What follows belongs to an exercise in optimizing a design on an open flow for small area; a production flow would make more cautious choices. Function was checked by simulation only, so behaviour that the tests miss may differ from the original. Power and IR drop assume default switching activity.

<file path="config.mk">
export PLATFORM = sky130hd
export DESIGN_NAME = Top_Module_Controller_and_FIR
export DESIGN_NICKNAME = Top_Module_Controller_and_FIR
export VERILOG_FILES = /design/flow/design.v
export SDC_FILE = /design/flow/constraint.sdc
export NUM_CORES = 4
export LEC_CHECK = 0
export ABC_AREA = 1
export CAP_MARGIN = 20
export CORE_MARGIN = 2
export CORE_UTILIZATION = 68
export SLEW_MARGIN = 20
export SYNTH_HIERARCHICAL = 1
</file>
<file path="constraint.sdc">
create_clock -name core_clock -period 10.0 [get_ports {clk}]
set_input_delay 2.0000 -clock core_clock [delete_from_list [all_inputs] [get_ports {clk}]]
set_output_delay 2.0000 -clock core_clock [all_outputs]
set_load 0.01 [all_outputs]
</file>
<file path="design.v">
module FIR_Filter_Optimized(
  input clk,
  input CLK_Filter,
  input rst_n,
  input wire [7:0] RED_ADC_Value,
  input wire [7:0] IR_ADC_Next,
  output wire [19:0] Out_RED_Filtered,
  output wire [19:0] Out_IR_Filtered);
reg [8*46-1:0] sr;    
reg [4:0] h;          
reg [18:0] ir_hold;
reg [18:0] out_red, out_ir;
assign Out_RED_Filtered = {1'b0, out_red};
assign Out_IR_Filtered = {1'b0, out_ir};
wire [7:0] mn0 = ~(sr[31:24] & {8{h >= 5'd2}});
wire [7:0] mn1 = ~(sr[47:40] & {8{h >= 5'd3}});
wire [7:0] mn2 = ~(sr[63:56] & {8{h >= 5'd4}});
wire [7:0] mn3 = ~(sr[79:72] & {8{h >= 5'd5}});
wire [7:0] mn4 = ~(sr[95:88] & {8{h >= 5'd6}});
wire [7:0] mn5 = ~(sr[111:104] & {8{h >= 5'd7}});
wire [7:0] mn6 = ~(sr[127:120] & {8{h >= 5'd8}});
wire [7:0] mn7 = ~(sr[143:136] & {8{h >= 5'd9}});
wire [7:0] mn8 = ~(sr[159:152] & {8{h >= 5'd10}});
wire [7:0] mn9 = ~(sr[175:168] & {8{h >= 5'd11}});
wire [7:0] mn10 = ~(sr[191:184] & {8{h >= 5'd12}});
wire [7:0] mn11 = ~(sr[207:200] & {8{h >= 5'd13}});
wire [7:0] mn12 = ~(sr[223:216] & {8{h >= 5'd14}});
wire [7:0] mn13 = ~(sr[239:232] & {8{h >= 5'd15}});
wire [7:0] mn14 = ~(sr[255:248] & {8{h >= 5'd16}});
wire [7:0] mn15 = ~(sr[271:264] & {8{h >= 5'd17}});
wire [7:0] mn16 = ~(sr[287:280] & {8{h >= 5'd18}});
wire [7:0] mn17 = ~(sr[303:296] & {8{h >= 5'd19}});
wire [7:0] mn18 = ~(sr[319:312] & {8{h >= 5'd20}});
wire [7:0] mn19 = ~(sr[335:328] & {8{h >= 5'd21}});
wire [7:0] mn20 = ~(sr[351:344] & {8{h >= 5'd22}});
wire [7:0] mn21 = ~(sr[367:360] & {8{h >= 5'd23}});
wire hs1, hc2, fs3, fc4, fs5, fc6, fs7, fc8, fs9, fc10, fs11, fc12, fs13, fc14, fs15, fc16, hs17, hc18, fs19, fc20, fs21, fc22, fs23, fc24, fs25, fc26, fs27, fc28, fs29, fc30, fs31, fc32, hs33, hc34, fs35, fc36, fs37, fc38, fs39, fc40, fs41, fc42, fs43, fc44, fs45, fc46, fs47, fc48, hs49, hc50, fs51, fc52, fs53, fc54, fs55, fc56, fs57, fc58, fs59, fc60, fs61, fc62, fs63, fc64, hs65, hc66, fs67, fc68, fs69, fc70, fs71, fc72, fs73, fc74, fs75, fc76, fs77, fc78, fs79, fc80, hs81, hc82, fs83, fc84, fs85, fc86, fs87, fc88, fs89, fc90, fs91, fc92, fs93, fc94, fs95, fc96, hs97, hc98, fs99, fc100, fs101, fc102, fs103, fc104, fs105, fc106, fs107, fc108, fs109, fc110, fs111, fc112, hs113, hc114, fs115, fc116, fs117, fc118, fs119, fc120, fs121, fc122, fs123, fc124, fs125, fc126, fs127, fc128, nv129, nv130, nv131, nv132, nv133, nv134, nv135, nv136, nv137, nv138, nv139, nv140, nv141, nv142, nv143, nv144, nv145, nv146, nv147, nv148, nv149, nv150, nv151, nv152, nv153, nv154, nv155, nv156, nv157, nv158, nv159, nv160, nv161, nv162, nv163, nv164, nv165, nv166, nv167, nv168, nv169, nv170, nv171, nv172, nv173, nv174, nv175, nv176, nv177, nv178, nv179, nv180, nv181, nv182, fs183, fc184, hs185, hc186, fs187, fc188, fs189, fc190, fs191, fc192, fs193, fc194, fs195, fc196, fs197, fc198, fs199, fc200, fs201, fc202, fs203, fc204, fs205, fc206, fs207, fc208, fs209, fc210, fs211, fc212, fs213, fc214, fs215, fc216, fs217, fc218, fs219, fc220, fs221, fc222, fs223, fc224, fs225, fc226, fs227, fc228, fs229, fc230, fs231, fc232, fs233, fc234, fs235, fc236, fs237, fc238, fs239, fc240, fs241, fc242, fs243, fc244, fs245, fc246, fs247, fc248, fs249, fc250, fs251, fc252, fs253, fc254, fs255, fc256, fs257, fc258, fs259, fc260, fs261, fc262, fs263, fc264, fs265, fc266, fs267, fc268, fs269, fc270, fs271, fc272, fs273, fc274, fs275, fc276, fs277, fc278, fs279, fc280, fs281, fc282, fs283, fc284, fs285, fc286, fs287, fc288, fs289, fc290, fs291, fc292, fs293, fc294, fs295, fc296, hs297, hc298, fs299, fc300, fs301, fc302, fs303, fc304, fs305, fc306, fs307, fc308, fs309, fc310, fs311, fc312, fs313, fc314, fs315, fc316, fs317, fc318, fs319, fc320, fs321, fc322, fs323, fc324, fs325, fc326, fs327, fc328, fs329, fc330, fs331, fc332, fs333, fc334, fs335, fc336, fs337, fc338, fs339, fc340, fs341, fc342, fs343, fc344, fs345, fc346, fs347, fc348, fs349, fc350, fs351, fc352, fs353, fc354, fs355, fc356, fs357, fc358, fs359, fc360, fs361, fc362, fs363, fc364, fs365, fc366, fs367, fc368, fs369, fc370, fs371, fc372, fs373, fc374, fs375, fc376, fs377, fc378, fs379, fc380, fs381, fc382, fs383, fc384, fs385, fc386, fs387, fc388, fs389, fc390, fs391, fc392, fs393, fc394, fs395, fc396, fs397, fc398, fs399, fc400, fs401, fc402, fs403, fc404, fs405, fc406, fs407, fc408, fs409, fc410, fs411, fc412, fs413, fc414, fs415, fc416, fs417, fc418, fs419, fc420, fs421, fc422, fs423, fc424, fs425, fc426, fs427, fc428, fs429, fc430, fs431, fc432, fs433, fc434, fs435, fc436, fs437, fc438, fs439, fc440, fs441, fc442, fs443, fc444, fs445, fc446, fs447, fc448, fs449, fc450, fs451, fc452, fs453, fc454, fs455, fc456, fs457, fc458, fs459, fc460, fs461, fc462, fs463, fc464, fs465, fc466, fs467, fc468, fs469, fc470, fs471, fc472, fs473, fc474, fs475, fc476, fs477, fc478, fs479, fc480, fs481, fc482, fs483, fc484, fs485, fc486, hs487, hc488, fs489, fc490, fs491, fc492, fs493, fc494, fs495, fc496, fs497, fc498, fs499, fc500, fs501, fc502, fs503, fc504, fs505, fc506, fs507, fc508, fs509, fc510, fs511, fc512, fs513, fc514, fs515, fc516, fs517, fc518, fs519, fc520, fs521, fc522, fs523, fc524, fs525, fc526, fs527, fc528, fs529, fc530, hs531, hc532, fs533, fc534, fs535, fc536, fs537, fc538, fs539, fc540, fs541, fc542, fs543, fc544, fs545, fc546, fs547, fc548, fs549, fc550, fs551, fc552, fs553, fc554, fs555, fc556, fs557, fc558, fs559, fc560, fs561, fc562, fs563, fc564, fs565, fc566, fs567, fc568, fs569, fc570, fs571, fc572, fs573, fc574, fs575, fc576, fs577, fc578, fs579, fc580, fs581, fc582, fs583, fc584, fs585, fc586, fs587, fc588, fs589, fc590, fs591, fc592, fs593, fc594, fs595, fc596, fs597, fc598, fs599, fc600, hs601, hc602, fs603, fc604, fs605, fc606, fs607, fc608, fs609, fc610, fs611, fc612, fs613, fc614, fs615, fc616, fs617, fc618, fs619, fc620, fs621, fc622, fs623, fc624, fs625, fc626, hs627, hc628, fs629, fc630, fs631, fc632, fs633, fc634, fs635, fc636, fs637, fc638, fs639, fc640, fs641, fc642, fs643, fc644, fs645, fc646, hs647, hc648, fs649, fc650, fs651, fc652, fs653, fc654, fs655, fc656, fs657, fc658, fs659, fc660, fs661, fc662, fs663, fc664, hs665, hc666, fs667, fc668, hs669, hc670, hs671, hc672;
HA uhs1(.a(mn1[0]), .b(mn20[0]), .s(hs1), .co(hc2));
FA ufs3(.a(mn1[1]), .b(mn20[1]), .c(hc2), .s(fs3), .co(fc4));
FA ufs5(.a(mn1[2]), .b(mn20[2]), .c(fc4), .s(fs5), .co(fc6));
FA ufs7(.a(mn1[3]), .b(mn20[3]), .c(fc6), .s(fs7), .co(fc8));
FA ufs9(.a(mn1[4]), .b(mn20[4]), .c(fc8), .s(fs9), .co(fc10));
FA ufs11(.a(mn1[5]), .b(mn20[5]), .c(fc10), .s(fs11), .co(fc12));
FA ufs13(.a(mn1[6]), .b(mn20[6]), .c(fc12), .s(fs13), .co(fc14));
FA ufs15(.a(mn1[7]), .b(mn20[7]), .c(fc14), .s(fs15), .co(fc16));
HA uhs17(.a(mn3[0]), .b(mn18[0]), .s(hs17), .co(hc18));
FA ufs19(.a(mn3[1]), .b(mn18[1]), .c(hc18), .s(fs19), .co(fc20));
FA ufs21(.a(mn3[2]), .b(mn18[2]), .c(fc20), .s(fs21), .co(fc22));
FA ufs23(.a(mn3[3]), .b(mn18[3]), .c(fc22), .s(fs23), .co(fc24));
FA ufs25(.a(mn3[4]), .b(mn18[4]), .c(fc24), .s(fs25), .co(fc26));
FA ufs27(.a(mn3[5]), .b(mn18[5]), .c(fc26), .s(fs27), .co(fc28));
FA ufs29(.a(mn3[6]), .b(mn18[6]), .c(fc28), .s(fs29), .co(fc30));
FA ufs31(.a(mn3[7]), .b(mn18[7]), .c(fc30), .s(fs31), .co(fc32));
HA uhs33(.a(mn4[0]), .b(mn17[0]), .s(hs33), .co(hc34));
FA ufs35(.a(mn4[1]), .b(mn17[1]), .c(hc34), .s(fs35), .co(fc36));
FA ufs37(.a(mn4[2]), .b(mn17[2]), .c(fc36), .s(fs37), .co(fc38));
FA ufs39(.a(mn4[3]), .b(mn17[3]), .c(fc38), .s(fs39), .co(fc40));
FA ufs41(.a(mn4[4]), .b(mn17[4]), .c(fc40), .s(fs41), .co(fc42));
FA ufs43(.a(mn4[5]), .b(mn17[5]), .c(fc42), .s(fs43), .co(fc44));
FA ufs45(.a(mn4[6]), .b(mn17[6]), .c(fc44), .s(fs45), .co(fc46));
FA ufs47(.a(mn4[7]), .b(mn17[7]), .c(fc46), .s(fs47), .co(fc48));
HA uhs49(.a(mn5[0]), .b(mn16[0]), .s(hs49), .co(hc50));
FA ufs51(.a(mn5[1]), .b(mn16[1]), .c(hc50), .s(fs51), .co(fc52));
FA ufs53(.a(mn5[2]), .b(mn16[2]), .c(fc52), .s(fs53), .co(fc54));
FA ufs55(.a(mn5[3]), .b(mn16[3]), .c(fc54), .s(fs55), .co(fc56));
FA ufs57(.a(mn5[4]), .b(mn16[4]), .c(fc56), .s(fs57), .co(fc58));
FA ufs59(.a(mn5[5]), .b(mn16[5]), .c(fc58), .s(fs59), .co(fc60));
FA ufs61(.a(mn5[6]), .b(mn16[6]), .c(fc60), .s(fs61), .co(fc62));
FA ufs63(.a(mn5[7]), .b(mn16[7]), .c(fc62), .s(fs63), .co(fc64));
HA uhs65(.a(mn6[0]), .b(mn15[0]), .s(hs65), .co(hc66));
FA ufs67(.a(mn6[1]), .b(mn15[1]), .c(hc66), .s(fs67), .co(fc68));
FA ufs69(.a(mn6[2]), .b(mn15[2]), .c(fc68), .s(fs69), .co(fc70));
FA ufs71(.a(mn6[3]), .b(mn15[3]), .c(fc70), .s(fs71), .co(fc72));
FA ufs73(.a(mn6[4]), .b(mn15[4]), .c(fc72), .s(fs73), .co(fc74));
FA ufs75(.a(mn6[5]), .b(mn15[5]), .c(fc74), .s(fs75), .co(fc76));
FA ufs77(.a(mn6[6]), .b(mn15[6]), .c(fc76), .s(fs77), .co(fc78));
FA ufs79(.a(mn6[7]), .b(mn15[7]), .c(fc78), .s(fs79), .co(fc80));
HA uhs81(.a(mn7[0]), .b(mn14[0]), .s(hs81), .co(hc82));
FA ufs83(.a(mn7[1]), .b(mn14[1]), .c(hc82), .s(fs83), .co(fc84));
FA ufs85(.a(mn7[2]), .b(mn14[2]), .c(fc84), .s(fs85), .co(fc86));
FA ufs87(.a(mn7[3]), .b(mn14[3]), .c(fc86), .s(fs87), .co(fc88));
FA ufs89(.a(mn7[4]), .b(mn14[4]), .c(fc88), .s(fs89), .co(fc90));
FA ufs91(.a(mn7[5]), .b(mn14[5]), .c(fc90), .s(fs91), .co(fc92));
FA ufs93(.a(mn7[6]), .b(mn14[6]), .c(fc92), .s(fs93), .co(fc94));
FA ufs95(.a(mn7[7]), .b(mn14[7]), .c(fc94), .s(fs95), .co(fc96));
HA uhs97(.a(mn8[0]), .b(mn13[0]), .s(hs97), .co(hc98));
FA ufs99(.a(mn8[1]), .b(mn13[1]), .c(hc98), .s(fs99), .co(fc100));
FA ufs101(.a(mn8[2]), .b(mn13[2]), .c(fc100), .s(fs101), .co(fc102));
FA ufs103(.a(mn8[3]), .b(mn13[3]), .c(fc102), .s(fs103), .co(fc104));
FA ufs105(.a(mn8[4]), .b(mn13[4]), .c(fc104), .s(fs105), .co(fc106));
FA ufs107(.a(mn8[5]), .b(mn13[5]), .c(fc106), .s(fs107), .co(fc108));
FA ufs109(.a(mn8[6]), .b(mn13[6]), .c(fc108), .s(fs109), .co(fc110));
FA ufs111(.a(mn8[7]), .b(mn13[7]), .c(fc110), .s(fs111), .co(fc112));
HA uhs113(.a(mn9[0]), .b(mn12[0]), .s(hs113), .co(hc114));
FA ufs115(.a(mn9[1]), .b(mn12[1]), .c(hc114), .s(fs115), .co(fc116));
FA ufs117(.a(mn9[2]), .b(mn12[2]), .c(fc116), .s(fs117), .co(fc118));
FA ufs119(.a(mn9[3]), .b(mn12[3]), .c(fc118), .s(fs119), .co(fc120));
FA ufs121(.a(mn9[4]), .b(mn12[4]), .c(fc120), .s(fs121), .co(fc122));
FA ufs123(.a(mn9[5]), .b(mn12[5]), .c(fc122), .s(fs123), .co(fc124));
FA ufs125(.a(mn9[6]), .b(mn12[6]), .c(fc124), .s(fs125), .co(fc126));
FA ufs127(.a(mn9[7]), .b(mn12[7]), .c(fc126), .s(fs127), .co(fc128));
assign nv129 = ~hs17;
assign nv130 = ~fs19;
assign nv131 = ~fs21;
assign nv132 = ~fs23;
assign nv133 = ~fs25;
assign nv134 = ~fs27;
assign nv135 = ~fs29;
assign nv136 = ~fs31;
assign nv137 = ~fc32;
assign nv138 = ~hs49;
assign nv139 = ~fs51;
assign nv140 = ~fs53;
assign nv141 = ~fs55;
assign nv142 = ~fs57;
assign nv143 = ~fs59;
assign nv144 = ~fs61;
assign nv145 = ~fs63;
assign nv146 = ~fc64;
assign nv147 = ~hs65;
assign nv148 = ~fs67;
assign nv149 = ~fs69;
assign nv150 = ~fs71;
assign nv151 = ~fs73;
assign nv152 = ~fs75;
assign nv153 = ~fs77;
assign nv154 = ~fs79;
assign nv155 = ~fc80;
assign nv156 = ~hs81;
assign nv157 = ~fs83;
assign nv158 = ~fs85;
assign nv159 = ~fs87;
assign nv160 = ~fs89;
assign nv161 = ~fs91;
assign nv162 = ~fs93;
assign nv163 = ~fs95;
assign nv164 = ~fc96;
assign nv165 = ~hs97;
assign nv166 = ~fs99;
assign nv167 = ~fs101;
assign nv168 = ~fs103;
assign nv169 = ~fs105;
assign nv170 = ~fs107;
assign nv171 = ~fs109;
assign nv172 = ~fs111;
assign nv173 = ~fc112;
assign nv174 = ~hs113;
assign nv175 = ~fs115;
assign nv176 = ~fs117;
assign nv177 = ~fs119;
assign nv178 = ~fs121;
assign nv179 = ~fs123;
assign nv180 = ~fs125;
assign nv181 = ~fs127;
assign nv182 = ~fc128;
FA ufs183(.a(1'b1), .b(hs33), .c(nv156), .s(fs183), .co(fc184));
HA uhs185(.a(nv165), .b(fs183), .s(hs185), .co(hc186));
FA ufs187(.a(mn0[0]), .b(mn21[0]), .c(hs1), .s(fs187), .co(fc188));
FA ufs189(.a(hs33), .b(hs113), .c(nv147), .s(fs189), .co(fc190));
FA ufs191(.a(fs35), .b(fc184), .c(fs187), .s(fs191), .co(fc192));
FA ufs193(.a(nv157), .b(nv166), .c(fs189), .s(fs193), .co(fc194));
FA ufs195(.a(hc186), .b(fs191), .c(fs193), .s(fs195), .co(fc196));
FA ufs197(.a(1'b1), .b(mn0[1]), .c(mn21[1]), .s(fs197), .co(fc198));
FA ufs199(.a(nv129), .b(nv138), .c(fs197), .s(fs199), .co(fc200));
FA ufs201(.a(fs3), .b(fs35), .c(fs115), .s(fs201), .co(fc202));
FA ufs203(.a(fc188), .b(fc190), .c(nv148), .s(fs203), .co(fc204));
FA ufs205(.a(fs199), .b(fs37), .c(fc192), .s(fs205), .co(fc206));
FA ufs207(.a(nv158), .b(nv167), .c(fs201), .s(fs207), .co(fc208));
FA ufs209(.a(fc194), .b(fs203), .c(fs205), .s(fs209), .co(fc210));
FA ufs211(.a(fs207), .b(fc196), .c(fs209), .s(fs211), .co(fc212));
FA ufs213(.a(1'b1), .b(mn0[2]), .c(mn21[2]), .s(fs213), .co(fc214));
FA ufs215(.a(hs1), .b(hs33), .c(nv174), .s(fs215), .co(fc216));
FA ufs217(.a(fc198), .b(fs213), .c(nv130), .s(fs217), .co(fc218));
FA ufs219(.a(nv139), .b(fs215), .c(fc200), .s(fs219), .co(fc220));
FA ufs221(.a(fs5), .b(fs37), .c(fs117), .s(fs221), .co(fc222));
FA ufs223(.a(fc202), .b(nv149), .c(fc204), .s(fs223), .co(fc224));
FA ufs225(.a(fs217), .b(fs219), .c(fs39), .s(fs225), .co(fc226));
FA ufs227(.a(fc206), .b(fs221), .c(nv159), .s(fs227), .co(fc228));
FA ufs229(.a(nv168), .b(fc208), .c(fs223), .s(fs229), .co(fc230));
FA ufs231(.a(fs225), .b(fc210), .c(fs227), .s(fs231), .co(fc232));
FA ufs233(.a(fs229), .b(fc212), .c(fs231), .s(fs233), .co(fc234));
FA ufs235(.a(mn0[3]), .b(mn21[3]), .c(mn2[0]), .s(fs235), .co(fc236));
FA ufs237(.a(mn19[0]), .b(hs65), .c(nv165), .s(fs237), .co(fc238));
FA ufs239(.a(fc214), .b(fs235), .c(fs3), .s(fs239), .co(fc240));
FA ufs241(.a(fs35), .b(fc216), .c(nv175), .s(fs241), .co(fc242));
FA ufs243(.a(fs237), .b(nv131), .c(nv140), .s(fs243), .co(fc244));
FA ufs245(.a(fs239), .b(fc218), .c(fs241), .s(fs245), .co(fc246));
FA ufs247(.a(fc220), .b(fc222), .c(fs7), .s(fs247), .co(fc248));
FA ufs249(.a(fs39), .b(fs119), .c(nv150), .s(fs249), .co(fc250));
FA ufs251(.a(fc224), .b(fs243), .c(fs245), .s(fs251), .co(fc252));
FA ufs253(.a(fs41), .b(fc226), .c(nv160), .s(fs253), .co(fc254));
FA ufs255(.a(nv169), .b(fc228), .c(fs247), .s(fs255), .co(fc256));
FA ufs257(.a(fc230), .b(fs249), .c(fs251), .s(fs257), .co(fc258));
FA ufs259(.a(fc232), .b(fs253), .c(fs255), .s(fs259), .co(fc260));
FA ufs261(.a(fs257), .b(fc234), .c(fs259), .s(fs261), .co(fc262));
FA ufs263(.a(1'b1), .b(mn0[4]), .c(mn21[4]), .s(fs263), .co(fc264));
FA ufs265(.a(mn2[1]), .b(mn19[1]), .c(hs17), .s(fs265), .co(fc266));
FA ufs267(.a(hs33), .b(nv156), .c(fc236), .s(fs267), .co(fc268));
FA ufs269(.a(fs263), .b(fs67), .c(fc238), .s(fs269), .co(fc270));
FA ufs271(.a(fs265), .b(nv166), .c(fs267), .s(fs271), .co(fc272));
FA ufs273(.a(fs5), .b(fs37), .c(fc240), .s(fs273), .co(fc274));
FA ufs275(.a(nv176), .b(fc242), .c(fs269), .s(fs275), .co(fc276));
FA ufs277(.a(fs271), .b(fs273), .c(nv132), .s(fs277), .co(fc278));
FA ufs279(.a(nv141), .b(fc244), .c(fc246), .s(fs279), .co(fc280));
FA ufs281(.a(fs275), .b(fs9), .c(fs41), .s(fs281), .co(fc282));
FA ufs283(.a(fs121), .b(fc248), .c(nv151), .s(fs283), .co(fc284));
FA ufs285(.a(fc250), .b(fs277), .c(fc252), .s(fs285), .co(fc286));
FA ufs287(.a(fs279), .b(fs43), .c(nv161), .s(fs287), .co(fc288));
FA ufs289(.a(nv170), .b(fc254), .c(fc256), .s(fs289), .co(fc290));
FA ufs291(.a(fs281), .b(fs283), .c(fc258), .s(fs291), .co(fc292));
FA ufs293(.a(fs285), .b(fc260), .c(fs287), .s(fs293), .co(fc294));
FA ufs295(.a(fs289), .b(fs291), .c(fc262), .s(fs295), .co(fc296));
HA uhs297(.a(fs293), .b(fs295), .s(hs297), .co(hc298));
FA ufs299(.a(mn0[5]), .b(mn21[5]), .c(mn2[2]), .s(fs299), .co(fc300));
FA ufs301(.a(mn19[2]), .b(hs49), .c(hs65), .s(fs301), .co(fc302));
FA ufs303(.a(fc264), .b(fs299), .c(fs19), .s(fs303), .co(fc304));
FA ufs305(.a(fs35), .b(fc266), .c(fs301), .s(fs305), .co(fc306));
FA ufs307(.a(nv157), .b(fc268), .c(fs69), .s(fs307), .co(fc308));
FA ufs309(.a(fc270), .b(nv167), .c(fs303), .s(fs309), .co(fc310));
FA ufs311(.a(fs305), .b(fc272), .c(fc274), .s(fs311), .co(fc312));
FA ufs313(.a(fs7), .b(fs39), .c(fs307), .s(fs313), .co(fc314));
FA ufs315(.a(nv177), .b(fc276), .c(fs309), .s(fs315), .co(fc316));
FA ufs317(.a(nv133), .b(nv142), .c(fc278), .s(fs317), .co(fc318));
FA ufs319(.a(fs311), .b(fc280), .c(fs313), .s(fs319), .co(fc320));
FA ufs321(.a(fs315), .b(fs11), .c(fs43), .s(fs321), .co(fc322));
FA ufs323(.a(fs123), .b(fc282), .c(nv152), .s(fs323), .co(fc324));
FA ufs325(.a(fc284), .b(fs317), .c(fc286), .s(fs325), .co(fc326));
FA ufs327(.a(fs319), .b(fs45), .c(nv162), .s(fs327), .co(fc328));
FA ufs329(.a(nv171), .b(fc288), .c(fc290), .s(fs329), .co(fc330));
FA ufs331(.a(fs321), .b(fs323), .c(fc292), .s(fs331), .co(fc332));
FA ufs333(.a(fs325), .b(fc294), .c(fs327), .s(fs333), .co(fc334));
FA ufs335(.a(fs329), .b(fs331), .c(fs333), .s(fs335), .co(fc336));
FA ufs337(.a(fc296), .b(hc298), .c(fs335), .s(fs337), .co(fc338));
FA ufs339(.a(1'b1), .b(mn0[6]), .c(mn21[6]), .s(fs339), .co(fc340));
FA ufs341(.a(mn2[3]), .b(mn19[3]), .c(mn10[0]), .s(fs341), .co(fc342));
FA ufs343(.a(mn11[0]), .b(hs81), .c(hs97), .s(fs343), .co(fc344));
FA ufs345(.a(hs113), .b(fc300), .c(fs339), .s(fs345), .co(fc346));
FA ufs347(.a(fs341), .b(fs51), .c(fs67), .s(fs347), .co(fc348));
FA ufs349(.a(fc302), .b(fs343), .c(fs345), .s(fs349), .co(fc350));
FA ufs351(.a(fs21), .b(fs37), .c(fc304), .s(fs351), .co(fc352));
FA ufs353(.a(fc306), .b(nv158), .c(fs347), .s(fs353), .co(fc354));
FA ufs355(.a(fs349), .b(fc308), .c(fs71), .s(fs355), .co(fc356));
FA ufs357(.a(fs351), .b(nv168), .c(fc310), .s(fs357), .co(fc358));
FA ufs359(.a(fs353), .b(fc312), .c(fs9), .s(fs359), .co(fc360));
FA ufs361(.a(fs41), .b(nv178), .c(fc314), .s(fs361), .co(fc362));
FA ufs363(.a(fs355), .b(fc316), .c(fs357), .s(fs363), .co(fc364));
FA ufs365(.a(nv134), .b(nv143), .c(fc318), .s(fs365), .co(fc366));
FA ufs367(.a(fs359), .b(fc320), .c(fs361), .s(fs367), .co(fc368));
FA ufs369(.a(fs363), .b(fs13), .c(fs45), .s(fs369), .co(fc370));
FA ufs371(.a(fs125), .b(fc322), .c(nv153), .s(fs371), .co(fc372));
FA ufs373(.a(fc324), .b(fs365), .c(fc326), .s(fs373), .co(fc374));
FA ufs375(.a(fs367), .b(fs47), .c(nv163), .s(fs375), .co(fc376));
FA ufs377(.a(nv172), .b(fc328), .c(fc330), .s(fs377), .co(fc378));
FA ufs379(.a(fs369), .b(fs371), .c(fc332), .s(fs379), .co(fc380));
FA ufs381(.a(fs373), .b(fc334), .c(fs375), .s(fs381), .co(fc382));
FA ufs383(.a(fs377), .b(fs379), .c(fc336), .s(fs383), .co(fc384));
FA ufs385(.a(fs381), .b(fc338), .c(fs383), .s(fs385), .co(fc386));
FA ufs387(.a(1'b1), .b(mn0[7]), .c(mn21[7]), .s(fs387), .co(fc388));
FA ufs389(.a(mn2[4]), .b(mn19[4]), .c(mn10[1]), .s(fs389), .co(fc390));
FA ufs391(.a(mn11[1]), .b(fc340), .c(fc342), .s(fs391), .co(fc392));
FA ufs393(.a(fs387), .b(fs389), .c(fs83), .s(fs393), .co(fc394));
FA ufs395(.a(fs99), .b(fs115), .c(fc344), .s(fs395), .co(fc396));
FA ufs397(.a(fc346), .b(fs391), .c(fs53), .s(fs397), .co(fc398));
FA ufs399(.a(fs69), .b(fc348), .c(fs393), .s(fs399), .co(fc400));
FA ufs401(.a(fs395), .b(fc350), .c(fc352), .s(fs401), .co(fc402));
FA ufs403(.a(fs23), .b(fs39), .c(fs397), .s(fs403), .co(fc404));
FA ufs405(.a(nv159), .b(fc354), .c(fs399), .s(fs405), .co(fc406));
FA ufs407(.a(fs73), .b(fc356), .c(nv169), .s(fs407), .co(fc408));
FA ufs409(.a(fc358), .b(fs401), .c(fs403), .s(fs409), .co(fc410));
FA ufs411(.a(fs405), .b(fs11), .c(fs43), .s(fs411), .co(fc412));
FA ufs413(.a(fc360), .b(nv179), .c(fc362), .s(fs413), .co(fc414));
FA ufs415(.a(fc364), .b(fs407), .c(fs409), .s(fs415), .co(fc416));
FA ufs417(.a(nv135), .b(nv144), .c(fc366), .s(fs417), .co(fc418));
FA ufs419(.a(fs411), .b(fc368), .c(fs413), .s(fs419), .co(fc420));
FA ufs421(.a(fs415), .b(fc48), .c(nv164), .s(fs421), .co(fc422));
FA ufs423(.a(nv173), .b(fs15), .c(fs47), .s(fs423), .co(fc424));
FA ufs425(.a(fs127), .b(fc370), .c(nv154), .s(fs425), .co(fc426));
FA ufs427(.a(fc372), .b(fs417), .c(fc374), .s(fs427), .co(fc428));
FA ufs429(.a(fs419), .b(fc376), .c(fc378), .s(fs429), .co(fc430));
FA ufs431(.a(fs421), .b(fs423), .c(fs425), .s(fs431), .co(fc432));
FA ufs433(.a(fs427), .b(fc380), .c(fs429), .s(fs433), .co(fc434));
FA ufs435(.a(fc382), .b(fs431), .c(fs433), .s(fs435), .co(fc436));
FA ufs437(.a(fc384), .b(fs435), .c(fc386), .s(fs437), .co(fc438));
FA ufs439(.a(1'b1), .b(mn2[5]), .c(mn19[5]), .s(fs439), .co(fc440));
FA ufs441(.a(mn10[2]), .b(mn11[2]), .c(fc388), .s(fs441), .co(fc442));
FA ufs443(.a(fc390), .b(fs439), .c(fc392), .s(fs443), .co(fc444));
FA ufs445(.a(fs441), .b(fs85), .c(fs101), .s(fs445), .co(fc446));
FA ufs447(.a(fs117), .b(fc394), .c(fc396), .s(fs447), .co(fc448));
FA ufs449(.a(fs443), .b(fc398), .c(fs55), .s(fs449), .co(fc450));
FA ufs451(.a(fs71), .b(fs445), .c(fs447), .s(fs451), .co(fc452));
FA ufs453(.a(fc400), .b(fc402), .c(fs25), .s(fs453), .co(fc454));
FA ufs455(.a(fs41), .b(nv160), .c(fc404), .s(fs455), .co(fc456));
FA ufs457(.a(fs449), .b(fc406), .c(fs451), .s(fs457), .co(fc458));
FA ufs459(.a(fs75), .b(nv170), .c(fc408), .s(fs459), .co(fc460));
FA ufs461(.a(fs453), .b(fc410), .c(fs455), .s(fs461), .co(fc462));
FA ufs463(.a(fs457), .b(fs13), .c(fs45), .s(fs463), .co(fc464));
FA ufs465(.a(fc412), .b(nv180), .c(fc414), .s(fs465), .co(fc466));
FA ufs467(.a(fs459), .b(fc416), .c(fs461), .s(fs467), .co(fc468));
FA ufs469(.a(fc16), .b(fc48), .c(fc128), .s(fs469), .co(fc470));
FA ufs471(.a(nv155), .b(nv136), .c(nv145), .s(fs471), .co(fc472));
FA ufs473(.a(fc418), .b(fs463), .c(fc420), .s(fs473), .co(fc474));
FA ufs475(.a(fs465), .b(fs467), .c(fc422), .s(fs475), .co(fc476));
FA ufs477(.a(fc424), .b(fs469), .c(fc426), .s(fs477), .co(fc478));
FA ufs479(.a(fs471), .b(fc428), .c(fs473), .s(fs479), .co(fc480));
FA ufs481(.a(fc430), .b(fs475), .c(fs477), .s(fs481), .co(fc482));
FA ufs483(.a(fc432), .b(fs479), .c(fc434), .s(fs483), .co(fc484));
FA ufs485(.a(fs481), .b(fc436), .c(fs483), .s(fs485), .co(fc486));
HA uhs487(.a(fc438), .b(fs485), .s(hs487), .co(hc488));
FA ufs489(.a(mn2[6]), .b(mn19[6]), .c(mn10[3]), .s(fs489), .co(fc490));
FA ufs491(.a(mn11[3]), .b(fc440), .c(fs489), .s(fs491), .co(fc492));
FA ufs493(.a(fc442), .b(fs491), .c(fc444), .s(fs493), .co(fc494));
FA ufs495(.a(fc446), .b(fc448), .c(fs87), .s(fs495), .co(fc496));
FA ufs497(.a(fs103), .b(fs119), .c(fs493), .s(fs497), .co(fc498));
FA ufs499(.a(fs57), .b(fs73), .c(fc450), .s(fs499), .co(fc500));
FA ufs501(.a(fc452), .b(fs495), .c(fs497), .s(fs501), .co(fc502));
FA ufs503(.a(fs27), .b(fs43), .c(fc454), .s(fs503), .co(fc504));
FA ufs505(.a(nv161), .b(fc456), .c(fs499), .s(fs505), .co(fc506));
FA ufs507(.a(fc458), .b(fs501), .c(fs77), .s(fs507), .co(fc508));
FA ufs509(.a(nv171), .b(fc460), .c(fs503), .s(fs509), .co(fc510));
FA ufs511(.a(fc462), .b(fs505), .c(nv137), .s(fs511), .co(fc512));
FA ufs513(.a(nv146), .b(fs15), .c(fs47), .s(fs513), .co(fc514));
FA ufs515(.a(fc464), .b(nv181), .c(fc466), .s(fs515), .co(fc516));
FA ufs517(.a(fs507), .b(fs509), .c(fc468), .s(fs517), .co(fc518));
FA ufs519(.a(fc470), .b(fc472), .c(fs511), .s(fs519), .co(fc520));
FA ufs521(.a(fs513), .b(fc474), .c(fs515), .s(fs521), .co(fc522));
FA ufs523(.a(fs517), .b(fc476), .c(fc478), .s(fs523), .co(fc524));
FA ufs525(.a(fs519), .b(fc480), .c(fs521), .s(fs525), .co(fc526));
FA ufs527(.a(fc482), .b(fs523), .c(fs525), .s(fs527), .co(fc528));
FA ufs529(.a(fc484), .b(fs527), .c(fc486), .s(fs529), .co(fc530));
HA uhs531(.a(hc488), .b(fs529), .s(hs531), .co(hc532));
FA ufs533(.a(mn2[7]), .b(mn19[7]), .c(mn10[4]), .s(fs533), .co(fc534));
FA ufs535(.a(mn11[4]), .b(fc490), .c(fs533), .s(fs535), .co(fc536));
FA ufs537(.a(fc492), .b(fs535), .c(fc494), .s(fs537), .co(fc538));
FA ufs539(.a(fs89), .b(fs105), .c(fs121), .s(fs539), .co(fc540));
FA ufs541(.a(fc496), .b(fc498), .c(fs537), .s(fs541), .co(fc542));
FA ufs543(.a(fs59), .b(fs75), .c(fc500), .s(fs543), .co(fc544));
FA ufs545(.a(fs539), .b(fc502), .c(fs541), .s(fs545), .co(fc546));
FA ufs547(.a(fs29), .b(fs45), .c(fc504), .s(fs547), .co(fc548));
FA ufs549(.a(nv162), .b(fc506), .c(fs543), .s(fs549), .co(fc550));
FA ufs551(.a(fs545), .b(fc16), .c(fc48), .s(fs551), .co(fc552));
FA ufs553(.a(nv182), .b(fs79), .c(fc508), .s(fs553), .co(fc554));
FA ufs555(.a(nv172), .b(fc510), .c(fs547), .s(fs555), .co(fc556));
FA ufs557(.a(fs549), .b(fc512), .c(fc514), .s(fs557), .co(fc558));
FA ufs559(.a(fs551), .b(fc516), .c(fs553), .s(fs559), .co(fc560));
FA ufs561(.a(fs555), .b(fc518), .c(fc520), .s(fs561), .co(fc562));
FA ufs563(.a(fs557), .b(fc522), .c(fs559), .s(fs563), .co(fc564));
FA ufs565(.a(fc524), .b(fs561), .c(fc526), .s(fs565), .co(fc566));
FA ufs567(.a(fs563), .b(fc528), .c(fs565), .s(fs567), .co(fc568));
FA ufs569(.a(fs567), .b(fc530), .c(hc532), .s(fs569), .co(fc570));
FA ufs571(.a(1'b1), .b(mn10[5]), .c(mn11[5]), .s(fs571), .co(fc572));
FA ufs573(.a(fc534), .b(fs571), .c(fc536), .s(fs573), .co(fc574));
FA ufs575(.a(fs573), .b(fc538), .c(fs91), .s(fs575), .co(fc576));
FA ufs577(.a(fs107), .b(fs123), .c(fc540), .s(fs577), .co(fc578));
FA ufs579(.a(fc542), .b(fs61), .c(fs77), .s(fs579), .co(fc580));
FA ufs581(.a(fc544), .b(fs575), .c(fs577), .s(fs581), .co(fc582));
FA ufs583(.a(fc546), .b(fc80), .c(nv173), .s(fs583), .co(fc584));
FA ufs585(.a(fs31), .b(fs47), .c(fc548), .s(fs585), .co(fc586));
FA ufs587(.a(nv163), .b(fc550), .c(fs579), .s(fs587), .co(fc588));
FA ufs589(.a(fs581), .b(fc552), .c(fc554), .s(fs589), .co(fc590));
FA ufs591(.a(fs583), .b(fc556), .c(fs585), .s(fs591), .co(fc592));
FA ufs593(.a(fs587), .b(fc558), .c(fs589), .s(fs593), .co(fc594));
FA ufs595(.a(fc560), .b(fs591), .c(fc562), .s(fs595), .co(fc596));
FA ufs597(.a(fs593), .b(fc564), .c(fs595), .s(fs597), .co(fc598));
FA ufs599(.a(fc566), .b(fs597), .c(fc568), .s(fs599), .co(fc600));
HA uhs601(.a(fc570), .b(fs599), .s(hs601), .co(hc602));
FA ufs603(.a(mn10[6]), .b(mn11[6]), .c(fc572), .s(fs603), .co(fc604));
FA ufs605(.a(fs603), .b(fc574), .c(fs93), .s(fs605), .co(fc606));
FA ufs607(.a(fs109), .b(fs125), .c(fc576), .s(fs607), .co(fc608));
FA ufs609(.a(fc578), .b(fc32), .c(fc48), .s(fs609), .co(fc610));
FA ufs611(.a(nv164), .b(fs63), .c(fs79), .s(fs611), .co(fc612));
FA ufs613(.a(fc580), .b(fc582), .c(fs605), .s(fs613), .co(fc614));
FA ufs615(.a(fs607), .b(fc584), .c(fc586), .s(fs615), .co(fc616));
FA ufs617(.a(fs609), .b(fc588), .c(fs611), .s(fs617), .co(fc618));
FA ufs619(.a(fs613), .b(fc590), .c(fs615), .s(fs619), .co(fc620));
FA ufs621(.a(fc592), .b(fs617), .c(fc594), .s(fs621), .co(fc622));
FA ufs623(.a(fs619), .b(fc596), .c(fs621), .s(fs623), .co(fc624));
FA ufs625(.a(fc598), .b(fs623), .c(fc600), .s(fs625), .co(fc626));
HA uhs627(.a(hc602), .b(fs625), .s(hs627), .co(hc628));
FA ufs629(.a(mn10[7]), .b(mn11[7]), .c(fc604), .s(fs629), .co(fc630));
FA ufs631(.a(fs629), .b(fc64), .c(fc80), .s(fs631), .co(fc632));
FA ufs633(.a(fs95), .b(fs111), .c(fs127), .s(fs633), .co(fc634));
FA ufs635(.a(fc606), .b(fc608), .c(fc610), .s(fs635), .co(fc636));
FA ufs637(.a(fc612), .b(fs631), .c(fc614), .s(fs637), .co(fc638));
FA ufs639(.a(fs633), .b(fc616), .c(fs635), .s(fs639), .co(fc640));
FA ufs641(.a(fc618), .b(fs637), .c(fc620), .s(fs641), .co(fc642));
FA ufs643(.a(fs639), .b(fc622), .c(fs641), .s(fs643), .co(fc644));
FA ufs645(.a(fc624), .b(fs643), .c(fc626), .s(fs645), .co(fc646));
HA uhs647(.a(hc628), .b(fs645), .s(hs647), .co(hc648));
FA ufs649(.a(fc630), .b(fc96), .c(fc112), .s(fs649), .co(fc650));
FA ufs651(.a(fc128), .b(fc632), .c(fc634), .s(fs651), .co(fc652));
FA ufs653(.a(fs649), .b(fc636), .c(fs651), .s(fs653), .co(fc654));
FA ufs655(.a(fc638), .b(fc640), .c(fs653), .s(fs655), .co(fc656));
FA ufs657(.a(fc642), .b(fs655), .c(fc644), .s(fs657), .co(fc658));
FA ufs659(.a(fs657), .b(fc646), .c(hc648), .s(fs659), .co(fc660));
FA ufs661(.a(fc650), .b(fc652), .c(fc654), .s(fs661), .co(fc662));
FA ufs663(.a(fc656), .b(fs661), .c(fc658), .s(fs663), .co(fc664));
HA uhs665(.a(fc660), .b(fs663), .s(hs665), .co(hc666));
FA ufs667(.a(1'b1), .b(fc662), .c(fc664), .s(fs667), .co(fc668));
HA uhs669(.a(hc666), .b(fs667), .s(hs669), .co(hc670));
HA uhs671(.a(fc668), .b(hc670), .s(hs671), .co(hc672));
wire [18:0] sum_n = {hs671, hs669, hs665, fs659, hs647, hs627, hs601, fs569, hs531, hs487, fs437, fs385, fs337, hs297, fs261, fs233, fs211, fs195, hs185};
always @(posedge clk) begin
  sr <= {sr[8*45-1:0], CLK_Filter ? RED_ADC_Value : IR_ADC_Next};
  ir_hold <= ~sum_n;
  if (rst_n) begin
    h <= 5'd0;
    out_red <= 19'd0;
    out_ir <= 19'd0;
  end else if (CLK_Filter) begin
    if (h != 5'd23) h <= h + 5'd1;
    out_red <= ~sum_n;
    out_ir <= ir_hold;
  end
end
endmodule
module FA(input a, input b, input c, output s, output co);
assign s = a ^ b ^ c;
assign co = (a & b) | (c & (a ^ b));
endmodule
module HA(input a, input b, output s, output co);
assign s = a ^ b;
assign co = a & b;
endmodule
module Controller_StateMachine(ADC, clk, Find_Setting, rst_n, LED_Drive, DC_Comp, LED_IR, LED_RED, PGA_Gain,
                               RED_ADC_Value, IR_ADC_Next, CLK_Filter);
	input  wire [7:0] ADC;
	input  wire clk;
	input  wire rst_n;           
	input  wire Find_Setting;
	output wire [3:0] LED_Drive;
	output reg  [6:0] DC_Comp;
	output wire LED_IR;
	output wire LED_RED;
	output reg  [3:0] PGA_Gain;
	output reg  [7:0] RED_ADC_Value;  
	output wire [7:0] IR_ADC_Next;    
	output reg  CLK_Filter;
	localparam [3:0] S_IDLE  = 4'd0,   
	                 S_RST4  = 4'd1,   
	                 S_ROP   = 4'd2,
	                 S_RGAIN = 4'd3,
	                 S_IOP   = 4'd4,
	                 S_IGAIN = 4'd5,
	                 S_AR    = 4'd6,
	                 S_AI    = 4'd7,
	                 S_ALT   = 4'd8;
	reg [3:0]  st;
	reg [1:0]  prev;         
	reg [15:0] gw;           
	reg [4:0]  cnt;
	reg [7:0]  vmin, vmax;
	reg [6:0]  oth_op;
	reg [3:0]  oth_g;
	reg        led_ir;
	reg [7:0]  IR_ADC_Value;
	assign LED_Drive = 4'd10;
	assign LED_IR  = led_ir;
	assign LED_RED = ~led_ir;
	wire in_reset = (st == S_IDLE) | (st == S_RST4);
	wire win_done = cnt[4] & cnt[2];
	wire aw_ok    = cnt[3] & cnt[1];
	wire in_alt   = (st == S_ALT) | (st == S_AR) | (st == S_AI);
	wire in_rng = (ADC < 8'd240) & (ADC > 8'd5);
	wire clip   = (ADC > 8'd240) | (ADC < 8'd5);
	wire gw_ok  = (|gw[15:10]) | (gw[9] & ((|gw[8:6]) | (gw[5] & (|gw[4:0]))));
	wire [8:0] cmin, cmax;
	assign cmin[0] = 1'b1;    
	assign cmax[0] = 1'b0;    
	genvar gi;
	generate for (gi = 0; gi < 8; gi = gi + 1) begin : cmp
		assign cmin[gi+1] = (ADC[gi] & ~vmin[gi]) | (cmin[gi] & (ADC[gi] | ~vmin[gi]));
		assign cmax[gi+1] = (ADC[gi] & ~vmax[gi]) | (cmax[gi] & (ADC[gi] | ~vmax[gi]));
	end endgenerate
	wire lt_min = ~cmin[8];
	wire gt_max = cmax[8];
	wire [7:0] dcy;           
	wire [7:2] q;             
	assign dcy[1] = vmax[0] | ~vmin[0];
	assign dcy[2] = (vmax[1] & ~vmin[1]) | (dcy[1] & (vmax[1] | ~vmin[1]));
	generate for (gi = 2; gi < 7; gi = gi + 1) begin : sub
		FA u(.a(vmax[gi]), .b(~vmin[gi]), .c(dcy[gi]), .s(q[gi]), .co(dcy[gi+1]));
	end endgenerate
	assign q[7] = vmax[7] ^ ~vmin[7] ^ dcy[7];
	wire [7:0] mid;
	wire [7:0] mcy;
	HA m0(.a(vmin[0]), .b(q[2]), .s(mid[0]), .co(mcy[1]));
	generate for (gi = 1; gi < 6; gi = gi + 1) begin : add
		FA u(.a(vmin[gi]), .b(q[gi+2]), .c(mcy[gi]), .s(mid[gi]), .co(mcy[gi+1]));
	end endgenerate
	HA m6(.a(vmin[6]), .b(mcy[6]), .s(mid[6]), .co(mcy[7]));
	assign mid[7] = vmin[7] ^ mcy[7];
	wire accept = (mid >= 8'd117) & (mid <= 8'd137);
	wire [15:0] gw_inc;
	wire [15:0] gcy;
	assign gw_inc[0] = ~gw[0];
	assign gcy[1] = gw[0];
	generate for (gi = 1; gi < 15; gi = gi + 1) begin : ginc
		HA u(.a(gw[gi]), .b(gcy[gi]), .s(gw_inc[gi]), .co(gcy[gi+1]));
	end endgenerate
	assign gw_inc[15] = gw[15] ^ gcy[15];
	assign IR_ADC_Next = rst_n ? 8'd0 :
	                     Find_Setting ? IR_ADC_Value :
	                     in_reset ? 8'd0 :
	                     ((st == S_ALT) & (prev == 2'd2)) ? ADC : IR_ADC_Value;
	always @(posedge clk) begin
		IR_ADC_Value <= IR_ADC_Next;
		if (rst_n) CLK_Filter <= 1'b0;
		else CLK_Filter <= ~CLK_Filter;
	end
	always @(posedge clk) begin
		if (rst_n) begin
			st <= S_IDLE;
			prev <= 2'd0;
			led_ir <= 1'b0;
			DC_Comp <= 7'd0;
			PGA_Gain <= 4'd0;
			gw <= 16'd545;
			cnt <= 5'd0;
			vmin <= 8'd255;
			vmax <= 8'd0;
			RED_ADC_Value <= 8'd0;
		end else if (Find_Setting) begin
			st <= S_ROP;
			if (in_alt) cnt <= 5'd1;
		end else begin
			case (st)
			S_IDLE, S_RST4: begin
				led_ir <= 1'b0;
				DC_Comp <= 7'd0;
				PGA_Gain <= 4'd0;
				gw <= 16'd545;
				cnt <= 5'd0;
				vmin <= 8'd255;
				vmax <= 8'd0;
				RED_ADC_Value <= 8'd0;
				st <= (st == S_RST4) ? S_IOP : S_IDLE;
			end
			S_ROP, S_IOP: begin
				if (st == S_IOP) led_ir <= 1'b1;
				if (!win_done) begin
					if (lt_min) vmin <= ADC;
					if (gt_max) vmax <= ADC;
					cnt <= cnt + 5'd1;
				end else begin
					vmin <= 8'd255;
					vmax <= 8'd0;
					cnt <= 5'd1;
					if (accept) begin
						if (st == S_ROP) begin oth_op <= DC_Comp; st <= S_RGAIN; end
						else st <= S_IGAIN;
					end else
						DC_Comp <= DC_Comp + 7'd10;
				end
			end
			S_RGAIN, S_IGAIN: begin
				if (in_rng & gw_ok) PGA_Gain <= PGA_Gain + 4'd1;
				if ((in_rng & gw_ok) | clip) gw <= 16'd1;
				else gw <= gw_inc;
				if (clip) begin
					if (st == S_RGAIN) begin oth_g <= PGA_Gain; st <= S_RST4; end
					else begin st <= S_ALT; cnt <= 5'd10; end
				end
			end
			S_ALT: begin
				if (aw_ok) begin
					cnt <= 5'd1;
					st <= (prev == 2'd1) ? S_AI : S_AR;
				end else
					cnt <= cnt + 5'd1;
				if (prev == 2'd1) RED_ADC_Value <= ADC;
			end
			S_AR, S_AI: begin
				if (led_ir != (st == S_AI)) begin
					DC_Comp <= oth_op;
					oth_op <= DC_Comp;
					PGA_Gain <= oth_g;
					oth_g <= PGA_Gain;
				end
				led_ir <= (st == S_AI);
				st <= S_ALT;
				prev <= (st == S_AI) ? 2'd2 : 2'd1;
			end
			default: ;
			endcase
		end
	end
endmodule
module Top_Module_Controller_and_FIR(ADC,clk,Find_Setting, rst_n, LED_Drive,DC_Comp,LED_IR,LED_RED,PGA_Gain,Out_IR_Filtered,Out_RED_Filtered);
	output wire [3:0] LED_Drive;
	output wire [6:0] DC_Comp;
	output wire LED_IR;
	output wire LED_RED;
	output wire [3:0] PGA_Gain;
	input wire [7:0] ADC;
	input wire clk;
	input wire rst_n;
	input wire Find_Setting;
	output wire [19:0] Out_IR_Filtered;
	output wire [19:0] Out_RED_Filtered;
	wire [7:0] RED_ADC_Value;
	wire [7:0] IR_ADC_Next;
	wire CLK_Filter;
	Controller_StateMachine Controller(
	.ADC(ADC), .clk(clk), .Find_Setting(Find_Setting), .rst_n(rst_n),
	.LED_Drive(LED_Drive), .DC_Comp(DC_Comp), .LED_IR(LED_IR), .LED_RED(LED_RED), .PGA_Gain(PGA_Gain),
	.RED_ADC_Value(RED_ADC_Value), .IR_ADC_Next(IR_ADC_Next), .CLK_Filter(CLK_Filter));
	FIR_Filter_Optimized Filters(
	.clk(clk), .CLK_Filter(CLK_Filter), .rst_n(rst_n),
	.RED_ADC_Value(RED_ADC_Value), .IR_ADC_Next(IR_ADC_Next),
	.Out_RED_Filtered(Out_RED_Filtered), .Out_IR_Filtered(Out_IR_Filtered));
endmodule
</file>
<file path="flow/run.sh">
#!/bin/bash
# Layout flow: the standard ORFS flow (standard.sh: the standard synthesis,
# floorplan, power grid, tap cells, placement, CTS, routing), with two settings
# passed to it through the environment:
#  - every port still gets its own buffer, but the smallest one (buf_1);
#  - the clock tree uses clkbuf_8 sink clusters and no dummy loads.
# The whole make output goes to flow_make.log in this folder; ORFS also writes
# each step's log under orfs/logs/.
set -euo pipefail
export BUFFER_PORTS_ARGS="-buffer_cell sky130_fd_sc_hd__buf_1"
export CTS_ARGS="-sink_clustering_enable -repair_clock_nets -dont_use_dummy_load -buf_list sky130_fd_sc_hd__clkbuf_8 -sink_clustering_size 18 -sink_clustering_max_diameter 60"
bash standard.sh finish > flow_make.log 2>&1
</file>
<file path="standard.sh">
#!/bin/bash
# synth_recipe.tcl (not shown) runs the flow's synth.tcl, then flattens the netlist and writes it again
# the make line also repeats each setting of config.mk as NAME=value (left out here)
make -C /OpenROAD-flow-scripts/flow DESIGN_CONFIG=/design/flow/config.mk WORK_HOME=/design/flow/orfs CLKGATE_MAP_FILE= SYNTH_SCRIPT=/design/flow/synth_recipe.tcl "${@:-finish}"
</file>
==> impl_metrics.env, run 1 <==
export IMPL_outcome="complete, no violations"
export IMPL_grt_max_degree=70
export IMPL_drc=0
export IMPL_powerDensity_nw_per_um2=271.7
export IMPL_critPathKind="flop to flop"
export IMPL_cts_sinks=513
export IMPL_dr_first_iter_drc_count=1087
export IMPL_synth_mux_area_share_pct=0
export IMPL_synth_ff_type="dfxtp_1"
export IMPL_min_path_type="flop to flop"
export IMPL_ir_worst_vdd_mv=0.2998
export IMPL_drive_gt1_share_pct=7.298
export IMPL_row_count=65
export IMPL_drt_pass1_iterations=5
export IMPL_cp_slowest_stage_delay_ns=0.59
export IMPL_ys_seq_area_share_pct=48.34
export IMPL_synth_compound_area_share_pct=5.005
export IMPL_globalplace_congestion=0.9169
export IMPL_syn_area_sq_um=21470
export IMPL_netlist_cell_type_count=53
export IMPL_relSlewSlack_pct=53.22
export IMPL_cp_start_kind="flop"
export IMPL_die_area_sq_um=33010
export IMPL_fin_cells=2334
export IMPL_cts_root_buf="clkbuf_8"
export IMPL_setup_tns_final_ns=0
export IMPL_rsz0062_at_grt="false"
export IMPL_antennaDiodeCount=0
export IMPL_area_delta_synth_final_pct=5.949
export IMPL_vias=12670
export IMPL_synthAdderAreaFrac_pct=30.45
export IMPL_syn_avg_cell_area_sq_um=11.65
export IMPL_hold_viol_final=0
export IMPL_wl_per_cell_um=19.95
export IMPL_cpMaxStageDelayCell="fa_2"
export IMPL_clockBufferDepth=3
export IMPL_h_tree_depth=2
export IMPL_placed_cell_area_sq_um=22160
export IMPL_grt_pass1_wl_um=71880
export IMPL_fmax_ghz=0.1040
export IMPL_crit_path_end_kind="flop"
export IMPL_rrSetupSlack_ns=0.38
export IMPL_grt_overflow_total=0
export IMPL_post_place_cells=2295
export IMPL_antenna_found_initial=0
export IMPL_cap_viol_max_count=0
export IMPL_clk_latency_ns=0.60
export IMPL_fin_skew_ns=0.06635
export IMPL_layout_commonest_cell="dfxtp_1"
export IMPL_async_reset_ff_share_pct=0
export IMPL_synth_xor_area_share_pct=0.3671
export IMPL_cts_tree="yes"
export IMPL_total_power_w=0.006181
export IMPL_fin_area_sq_um=22750
export IMPL_core_area_sq_um=31310
export IMPL_n_fill_cell=2253
export IMPL_synth_top_family_by_area="adder cells"
export IMPL_required_ns=10.44
export IMPL_crit_top_cell="fa_1"
export IMPL_nets=2287
export IMPL_die_y_um=181.7
export IMPL_ys_ff_latch=513
export IMPL_maxSlewViolCount=0
export IMPL_synth_simple_area_share_pct=11.92
export IMPL_grt_pass1_vias=12860
export IMPL_routed_wl_um=46560
export IMPL_die_w_um=181.7
export IMPL_final_cell_mix="dfxtp_1 (497), nand2_1 (348), fa_1 (295), inv_1 (136), nor2_1 (125)"
export IMPL_setup_viol=0
export IMPL_ios=68
export IMPL_worstPathMaxFanout=8
export IMPL_numPortBuffers=61
export IMPL_numCtsBuffers=38
export IMPL_routed_via_density=5.427
export IMPL_start_util_pct=68.58
export IMPL_clk_pin_slew_worst_paths_ns=0.11
export IMPL_synth_edff_count=11
export IMPL_period_minus_slack_ns=9.616
export IMPL_dp_hpwl_um=37210
export IMPL_syn_instance_count=1843
export IMPL_worstMarginPinSlew_ns=0.6980
export IMPL_synth_yosys_warnings=8
export IMPL_track_usage_pct=29.23
export IMPL_critPathArrivalTime_ns=10.06
export IMPL_leakagePower_nw=8.846
export IMPL_fin_crit_sh_pct=96.16
export IMPL_ant_nets=0
==> cells in the mapped netlist, drive strengths merged (2+ instances only) <==
cell      n  share of area [%]
dfxtp   502                 47
nand2   357                6.4
fa      301                 28
inv     150                2.7
nor2    142                2.8
o21ai    84                2.1
a21oi    69                1.7
nand3    64                1.6
ha       41                2.4
buf      30               0.93
nor3     18               0.52
clkbuf   14               0.24
edfxtp   11                1.5
nand4    10               0.36
a211oi    9               0.31
o22ai     6               0.17
xor2      6               0.24
a22oi     5               0.17
conb      4              0.070
o211ai    4               0.27
or2       3              0.087
xnor2     3               0.12
a31oi     2               0.13
==> modules after synthesis (local to each module, per instance), a selection <==
module                   flip-flops and latches  cells inside  cell area [sq um]
Controller_StateMachine                      83           595               4279
FA                                            0             1              20.02
FIR_Filter_Optimized                        430           913              10740
HA                                            0             1              12.51
==> critical path: cells and delay by family, from the launching register on <==
family | cells | cell delay, ns
compound gates | 2 | 0.18
fa+ha+maj | 25 | 8.45
buf+inv | 1 | 0.12
flops | 1 | 0.40
simple gates | 4 | 0.33
==> per-stage QoR <==
step / setup WS, ns / util (%) / hold slack (ns)
6_report: 0.3837 / 72.66 / 0.2805
3_5_place_dp: 0.1046 / 70.77 / 0.3121
4_1_cts: 0.09696 / 72.44 / 0.2790
2_1_floorplan: 0.7859 / - / 0.3096
3_3_place_gp: 0.2819 / 70.77 / 0.3096
5_1_grt: 0.01008 / 72.66 / 0.2659
==> flip-flops by register name (all words and copies together), names as in the netlist <==
register                  flops
Controller.CLK_Filter         1
Controller.DC_Comp            7
Controller.IR_ADC_Value       8
Controller.PGA_Gain           4
Controller.RED_ADC_Value      8
Controller.cnt                5
Controller.gw                16
Controller.led_ir             1
Controller.oth_g              4
Controller.oth_op             7
Controller.prev               2
Controller.st                 4
Controller.vmax               8
Controller.vmin               8
Filters.h                     5
Filters.ir_hold              19
Filters.out_ir               19
Filters.out_red              19
Filters.sr                  368
==> layout make-up <==
| type | instances | area, sq um | share of cell area (%) |
|---|---|---|---|
| Multi-Input combinational cell | 1146 | 10350 | 45.49 |
| Clock buffer | 38 | 523.0 | 2.299 |
| Timing Repair Buffer | 84 | 409.1 | 1.798 |
| Sequential cell | 513 | 10390 | 45.66 |
| Tap cell | 402 | 503.0 | 2.211 |
| Inverter | 151 | 576.8 | 2.535 |
==> logic make-up after synthesis <==
group | count (synthesis)
other cells | 4
fa+ha+maj | 342
buf+inv | 195
xor+xnor | 9
simple gates | 597
compound gates | 183
flops | 513
==> path summary, 6_finish.rpt <==
kind | from | depth (start not counted) | endpoint
max reg2reg | Filters.h[1]$_SDFFE_PP0P_ | 32 | Filters.out_red[18]$_SDFFE_PP0P_
max | Filters.h[1]$_SDFFE_PP0P_ | 32 | Filters.out_red[18]$_SDFFE_PP0P_
min | Filters.sr[53]$_DFF_P_ | 0 | Filters.sr[61]$_DFF_P_
min reg2reg | Filters.sr[53]$_DFF_P_ | 0 | Filters.sr[61]$_DFF_P_
==> layer usage <==
layer  GRT usage, %  share of wire, %
met1          44.58                46
met2          43.79                45
met3          5.656               6.6
met4          7.512               2.2
met5              0                 0
==> power breakdown <==
| group | internal (W) | leakage, nW | switching, W |
|---|---|---|---|
| clock | 0.000343 | 0.273 | 0.000608 |
| combinational | 0.00113 | 4.38 | 0.00152 |
| sequential | 0.00240 | 4.20 | 0.000175 |
| total | 0.00387 | 8.85 | 0.00231 |
==> timing repair <==
action,in CTS,in global routing
setup endpoints to repair,0,4
hold endpoints to repair,0,0
resized for setup,0,20
setup buffers,0,1
hold buffers,0,0
==> inputs of run 2 (changes only) <==
--- a/config.mk
+++ b/config.mk
@@ -5,7 +5,6 @@
 export SDC_FILE = /design/flow/constraint.sdc
 export NUM_CORES = 4
 export LEC_CHECK = 0
-export ABC_AREA = 1
 export CAP_MARGIN = 20
 export CORE_MARGIN = 2
 export CORE_UTILIZATION = 68
==> impl_metrics.env, run 2 <==
export IMPL_routed_via_density=5.494
export IMPL_rr_startpoint="Filters.h[4]$_SDFFE_PP0P_"
export IMPL_grt_pass1_wl_um=68370
export IMPL_cts_sinks=513
export IMPL_leakagePower_nw=8.366
export IMPL_critPathKind="flop to flop"
export IMPL_synth_top_area_share_pct=47.38
export IMPL_synth_most_common_cell="dfxtp_1"
export IMPL_powerDensity_nw_per_um2=150.9
export IMPL_final_util_pct=73.29
export IMPL_dp_hpwl_um=34460
export IMPL_syn_area_sq_um=21210
export IMPL_layout_commonest_cell="dfxtp_1"
export IMPL_fin_area_sq_um=22480
export IMPL_synthAdderAreaFrac_pct=31.03
export IMPL_synth_area_leaders="dfxtp_1 (47%), fa_1 (28%), nand2_1 (3.8%), ha_1 (2.4%), inv_1 (1.8%)"
export IMPL_setup_slack_ns=0.3690
export IMPL_synth_edff_count=11
export IMPL_rrSetupSlack_ns=0.37
export IMPL_area_delta_synth_final_pct=5.969
export IMPL_dp_slack_ns=0.2170
export IMPL_maxSlewViolCount=0
export IMPL_relSlewSlack_pct=29.80
export IMPL_seq_area_sq_um=10390
export IMPL_grt_overflow_total=0
export IMPL_numPortBuffers=61
export IMPL_holdCritStartpoint="Filters.sr[256]$_DFF_P_"
export IMPL_fmax_ghz=0.1038
export IMPL_wl_per_cell_um=19.94
export IMPL_synth_yosys_warnings=8
export IMPL_antenna_found_initial=0
export IMPL_synth_simple_area_share_pct=7.992
export IMPL_row_count=64
export IMPL_core_area_sq_um=30670
export IMPL_required_ns=10.46
export IMPL_setup_viol=0
export IMPL_worstPathMaxFanout=15
export IMPL_largest_register_ffs=368
export IMPL_n_fill_cell=2107
export IMPL_critPathArrivalTime_ns=10.10
export IMPL_synth_compound_area_share_pct=6.659
export IMPL_track_usage_pct=27.41
export IMPL_crit_path_start="Filters.h[4]$_SDFFE_PP0P_"
export IMPL_nets=2093
export IMPL_cpMaxStageDelayCell="or4_4"
export IMPL_drt_pass1_iterations=5
export IMPL_worstMarginPinSlew_ns=1.053
export IMPL_syn_avg_cell_area_sq_um=12.84
export IMPL_vias=11730
export IMPL_multiInputGateArea_sq_um=10220
export IMPL_die_y_um=180.6
export IMPL_ys_top_cells_by_count="dfxtp_1 (502), fa_1 (301), nand2_1 (212), inv_1 (100), nor2_1 (94)"
export IMPL_synth_mux_area_share_pct=1.746
export IMPL_crit_path_end_kind="flop"
export IMPL_ir_worst_vdd_mv=0.1215
export IMPL_routed_wl_um=42550
export IMPL_cts_root_buf="clkbuf_8"
export IMPL_total_power_w=0.003393
export IMPL_clk_latency_ns=0.59
export IMPL_ys_ff_latch=513
export IMPL_clockBufferDepth=3
export IMPL_synth_top_area_cell="dfxtp_1"
export IMPL_outcome="complete, no violations"
export IMPL_topRoutingLayerUsed="met4"
export IMPL_regMostFlops="Filters.sr"
export IMPL_ios=68
export IMPL_ys_seq_area_share_pct=48.93
export IMPL_cap_viol_max_count=0
export IMPL_synth_ff_type="dfxtp_1"
export IMPL_cp_start_kind="flop"
export IMPL_grt_max_degree=88
export IMPL_cp_slowest_stage_delay_ns=0.55
export IMPL_fin_skew_ns=0.07813
export IMPL_netlist_cell_type_count=81
export IMPL_h_tree_depth=2
export IMPL_met2_length_um=21440
export IMPL_clk_pin_slew_worst_paths_ns=0.10
export IMPL_min_path_type="flop to flop"
export IMPL_async_reset_ff_share_pct=0
export IMPL_globalplace_congestion=0.8803
export IMPL_die_w_um=180.6
export IMPL_synth_top_family_by_area="adder cells"
export IMPL_cts_tree="yes"
export IMPL_final_cell_mix="dfxtp_1 (500), fa_1 (299), nand2_1 (212), inv_1 (99), nor2_1 (93)"
export IMPL_wl_met3_um=1710
export IMPL_antennaDiodeCount=0
export IMPL_start_util_pct=69.17
export IMPL_drive_gt1_share_pct=6.559
export IMPL_die_area_sq_um=32620
export IMPL_dr_first_iter_drc_count=607
export IMPL_crit_top_cell="fa_1"
export IMPL_fin_crit_sh_pct=96.31
export IMPL_period_minus_slack_ns=9.631
export IMPL_drc=0
export IMPL_ant_nets=0
export IMPL_syn_instance_count=1652
export IMPL_numCtsBuffers=37
export IMPL_synth_xor_area_share_pct=0.3303
export IMPL_hold_viol_final=0
export IMPL_wl_met1_um=18250
export IMPL_grt_pass1_vias=12620
export IMPL_placed_cell_area_sq_um=21920
-- run 2: cell count changes after synthesis, moves of 9 or more --
cell	before	now
inv_1	136	100
nor2_1	125	94
inv_2	11	0
nor2b_1	0	9
nand2b_1	0	11
nor2_2	10	0
clkbuf_1	14	28
nand2_1	348	212
a22o_1	0	19
o21ai_0	73	16
nand3_1	60	22
mux2i_1	0	28
a211oi_1	9	34
a21oi_1	65	46
-- run 2: final cells by class --
| type | instances | share of cell area [%] |
|---|---|---|
| multi-input combinational | 992 | 45.47 |
| inverter | 101 | 1.687 |
| timing repair buffer | 95 | 2.171 |
| tap | 396 | 2.204 |
| clock buffer | 37 | 2.265 |
| sequential | 513 | 46.20 |
-- run 2: worst max-delay path, delay by kind of cell, from the launching register on --
family                   cells  cell delay [ns]
AO/OA/AOI/OAI                1             0.22
AND/OR/NAND/NOR              3             0.91
buffers and inverters        1             0.20
adder cells (fa/ha/maj)     22             7.87
flip-flops                   1             0.34
-- run 2: per-layer routing --
| metal | global-route usage (%) | vias to the layer above |
|---|---|---|
| met3 | 2.951 | 68 |
| li1 | - | 5498 |
| met1 | 37.54 | 5880 |
| met4 | 7.935 | 0 |
| met5 | 0 | - |
| met2 | 46.94 | 279 |
-- run 2: worst paths after layout --
path / cells after the start / endpoint
setup / recovery: 27 / Filters.out_red[18]$_SDFFE_PP0P_
hold / removal: 0 / Filters.sr[264]$_DFF_P_
setup reg to reg: 27 / Filters.out_red[18]$_SDFFE_PP0P_
hold reg to reg: 0 / Filters.sr[264]$_DFF_P_
-- run 2: what timing repair did --
action	CTS	global route
hold buffers	0	0
setup buffers	0	1
resized for setup	0	10
endpoints found under the setup margin	0	3
-- run 2: cells by family after synthesis --
kind of cell	count (synthesis)
DFF	513
and+or+nand+nor	390
adders and majority gates	346
AOI/OAI and AO/OA	197
buffers and inverters	158
muxes	36
xor gates and xnor gates	8
other	4
-- run 2: through the flow --
stage               hold slack, ns  setup TNS, ns  std cells
finish                      0.3001              0       2134
detailed placement          0.3121              0       2096
global placement            0.3095              0       2096
floorplan                   0.3096              0       1663
global route                0.2969      -0.004959       2134
CTS                         0.3021              0       2133
-- run 2: where the power goes --
part | internal [W] | switching (W) | total, W | leakage [nW]
sequential | 0.00210 | 0.0000372 | 0.00214 | 4.17
combinational | 0.000132 | 0.000187 | 0.000319 | 3.93
clock | 0.000334 | 0.000598 | 0.000932 | 0.266
total | 0.00257 | 0.000822 | 0.00339 | 8.37
-- run 2: modules after synthesis, one instance, submodules excluded, a selection --
module | cells | copies in the design | area [sq um] | flops+latches
FIR_Filter_Optimized | 850 | 1 | 10600 | 430
Controller_StateMachine | 467 | 1 | 4163 | 83
FA | 1 | 301 | 20.02 | 0
HA | 1 | 34 | 12.51 | 0

-- afterwards: timing with drivers on the ports --
The results above use ideal ports. As a check the final layouts listed here were re-extracted and re-timed, cells and wires unchanged. Step 1, drivers: a clkbuf_16 drives clk and a buf_2 each remaining input, both assumed. Step 2, shift: input delay + t, output delay - t, t = (earliest + latest rising clock arrival at the registers) / 2. This alone moves slack from input paths to output paths. Three values: ideal, step 1, step 2; two values: the first two.
run	shift t [ns]	setup slack, ns	hold slack, ns	slew at the worst register clock pin (ns)	cell pins on the clock port's net
run 1	0.617	0.384 / 0.384 / 0.384	0.280 / 0.280 / 0.280	0.11 / 0.11	1
run 2	0.599	0.369 / 0.369 / 0.369	0.300 / 0.300 / 0.300	0.11 / 0.11	1
After both steps every run listed still meets setup and hold.
